From an optimization exercise on the open Yosys and OpenROAD flow, aimed at small area; shortcuts taken in it are not production practice. In this exercise RTL edits were held to simulation tests only and were not proved equivalent to the original. Power figures rest on the tool's default switching activity, not on a simulated workload.

Setup of lane 1:
==> flow/design.v (excerpt) <==
module cpu #(
    parameter int CLK_FREQ = 12_000_000,
    parameter int BAUD = 115_200
) (
    input logic clk,
    input logic reset,  
    input  logic so,
    output logic si,
    output logic sclk,
    output logic sram_ce,
    input  logic sda_i,
    output logic sda_o,
    output logic sda_oe,
    output logic scl,
    input  logic rx,
    output logic tx,
    input  logic [3:0] gpio_in,   
    output logic [3:0] gpio_out,
    output logic cos_ds,
    output logic cos_ds_n,
    output logic sin_ds,
    output logic sin_ds_n,
    output logic lo_i,
    output logic lo_q,
    output logic lo_ix,
    output logic lo_qx
);
export LEC_CHECK = 0
export ABC_AREA = 1
export CAP_MARGIN = 20
export CORE_MARGIN = 2
export CORE_UTILIZATION = 40
export CTS_CLUSTER_DIAMETER = 100
export CTS_CLUSTER_SIZE = 20
export SLEW_MARGIN = 20
create_clock -name core_clock -period 12.0 [get_ports {clk}]
run.sh (not shown) runs the stock make flow with config.mk's settings and CLKGATE_MAP_FILE= SYNTH_SCRIPT=/design/flow/synth_recipe.tcl, a recipe that flattens the netlist after the stock synthesis.
Input changes introduced in lane 4 (baseline for comparison: lane 1):
--- a/flow/design.v
+++ b/flow/design.v
@@ -1282,44 +1282,32 @@
   for (genvar g = 0; g < 4; g++) begin : g_mtime_inc
     rc_inc #(.W(16)) u_inc (.a(mtime[16*g+15:16*g]), .ci(mtime_blk_ci[g]), .s(mtime_inc[16*g+15:16*g]), .co());
   end
   always_ff @(posedge clk) begin
     mtime <= mtime_inc;
     gpio_in_sync <= gpio_in;
     if (reset == 0) begin
       state <= IDLE;
       uart_tx_en <= 0;
       mtime <= 0;
-      mtimecmp <= 0;
-      freq_status[1:0] <= 2'b00;
-      gpio_out <= 4'd0;
       gpio_in_sync <= 3'd0;
-      uart_rx_status[0] <= 1'b0;
-      osr_fc_reg <= {2'b11, 30'b000001100111110101011101010101};
-      uart_tx_cpb <= CYCLES_PER_BIT_DEFAULT;
-      uart_rx_cpb <= CYCLES_PER_BIT_DEFAULT;
-      scl_ratio <= SCL_RATIO_DEFAULT[15:0];
-      i2c_mask <= 4'b1111;
-      i2c_addr <= 7'b0;
-      ds_lo_conf <= 5'b00100;
     end else if (ce) begin
       state <= IDLE;
       uart_tx_en <= 0;
     end else begin
       case (state)
         IDLE: begin
           sclk_flag <= 0;
           if (is_sram) begin
             state <= memwrite ? WRITING : READING;
           end else if (is_gpio_out) begin
             if (memwrite) begin
-              gpio_out <= datain[3:0];
               state <= GPIO_WAIT;
             end else begin
               dataout <= 0;
               state   <= FAULT;
             end
           end else if (is_gpio_in) begin
             if (~memwrite) begin
               dataout <= {29'b0, gpio_in_sync};
               state <= GPIO_WAIT;
             end else state <= FAULT;
@@ -1357,33 +1345,22 @@
             sclk_flag <= 1;
             if (tgt_uart) uart_tx_en <= 0;
           end
           if (sclk_flag && ~master_busy) state <= FINISH;
         end
         GPIO_WAIT: state <= FINISH;
         CONTROL_REG: begin
           state <= FINISH;
           if (memwrite) begin
             case (addr[5:0])
-              I2C_DEVICE_LO:     i2c_addr <= datain[6:0];
-              I2C_MASK_LO:       i2c_mask <= datain[3:0];
               MTIME_LO:          mtime[31:0] <= datain;
               MTIMEH_LO:         mtime[63:32] <= datain;
-              MTIMECMP_LO:       mtimecmp[31:0] <= datain;
-              MTIMECMPH_LO:      mtimecmp[63:32] <= datain;
-              FREQ_STATUS_LO:    freq_status[1:0] <= datain[1:0];
-              FREQ_OSR_FC_LO:    osr_fc_reg <= datain;
-              FREQ_LO_DIV_LO:    ds_lo_conf <= datain[4:0];
-              UART_RX_STATUS_LO: uart_rx_status[0] <= datain[0];
-              UART_RX_CPB_LO:    uart_rx_cpb <= datain[15:0];
-              UART_TX_CPB_LO:    uart_tx_cpb <= datain[15:0];
-              SCL_RATIO_LO:      scl_ratio <= datain[15:0];
               default: ;
             endcase
           end else begin
             case (addr[5:0])
               I2C_DEVICE_LO:     dataout <= {25'b0, i2c_addr};
               I2C_MASK_LO:       dataout <= {28'b0, i2c_mask};
               I2C_ACK_LO:        dataout <= {27'b0, i2c_acks};
               MTIME_LO:          dataout <= mtime[31:0];
               MTIMEH_LO:         dataout <= mtime[63:32];
               MTIMECMP_LO:       dataout <= mtimecmp[31:0];
@@ -1397,20 +1374,39 @@
               UART_TX_CPB_LO:    dataout <= {16'b0, uart_tx_cpb};
               SCL_RATIO_LO:      dataout <= {16'b0, scl_ratio};
               default: ;
             endcase
           end
         end
         default: ;   
       endcase
     end
   end
+  localparam logic [31:0] OSR_FC_DEFAULT = {2'b11, 30'b000001100111110101011101010101};
+  logic        ctl_wr;
+  logic [31:0] d_rst;
+  assign ctl_wr = reset && !ce && (state == CONTROL_REG) && memwrite;
+  assign d_rst  = reset ? datain : 32'd0;
+  always_ff @(posedge clk) begin
+    if (!reset || (ctl_wr && addr[5:0] == I2C_DEVICE_LO)) i2c_addr <= d_rst[6:0];
+    if (!reset || (ctl_wr && addr[5:0] == I2C_MASK_LO)) i2c_mask <= reset ? datain[3:0] : 4'b1111;
+    if (!reset || (ctl_wr && addr[5:0] == MTIMECMP_LO)) mtimecmp[31:0] <= d_rst;
+    if (!reset || (ctl_wr && addr[5:0] == MTIMECMPH_LO)) mtimecmp[63:32] <= d_rst;
+    if (!reset || (ctl_wr && addr[5:0] == FREQ_STATUS_LO)) freq_status[1:0] <= d_rst[1:0];
+    if (!reset || (ctl_wr && addr[5:0] == FREQ_OSR_FC_LO)) osr_fc_reg <= reset ? datain : OSR_FC_DEFAULT;
+    if (!reset || (ctl_wr && addr[5:0] == FREQ_LO_DIV_LO)) ds_lo_conf <= reset ? datain[4:0] : 5'b00100;
+    if (!reset || (ctl_wr && addr[5:0] == UART_RX_STATUS_LO)) uart_rx_status[0] <= d_rst[0];
+    if (!reset || (ctl_wr && addr[5:0] == UART_RX_CPB_LO)) uart_rx_cpb <= reset ? datain[15:0] : CYCLES_PER_BIT_DEFAULT;
+    if (!reset || (ctl_wr && addr[5:0] == UART_TX_CPB_LO)) uart_tx_cpb <= reset ? datain[15:0] : CYCLES_PER_BIT_DEFAULT;
+    if (!reset || (ctl_wr && addr[5:0] == SCL_RATIO_LO)) scl_ratio <= reset ? datain[15:0] : SCL_RATIO_DEFAULT[15:0];
+    if (!reset || (!ce && state == IDLE && is_gpio_out && memwrite)) gpio_out <= d_rst[3:0];
+  end
   logic reading_or_writing;
   assign reading_or_writing = (state == READING || state == WRITING);
   always_comb begin
     master_busy = sram_busy;
     if (tgt_i2c) master_busy = i2c_busy;
     else if (tgt_uart) master_busy = uart_tx_busy;
   end
   assign busy = (state == READING || state == WRITING || state == GPIO_WAIT || state == CONTROL_REG) ? 1'b1 : 1'b0;
   assign valid = (state == VALID) ? 1'b1 : 1'b0;
   assign i2c_req  = ~(tgt_i2c && reading_or_writing);
- Diff lane 1 -> lane 4: post-detailed-placement cell area now sits at about the same level, combinational power rose by about 70%, wire length of the first global-routing pass decreased by 4.4% relative to the old numbers, final hold slack lower, number of cells in the finished layout apart from fillers decreased by about 2.5% relative to the old numbers.
- [lane 4] minimum period implied by the final worst setup slack rose 0.0060 ns relative to lane 1
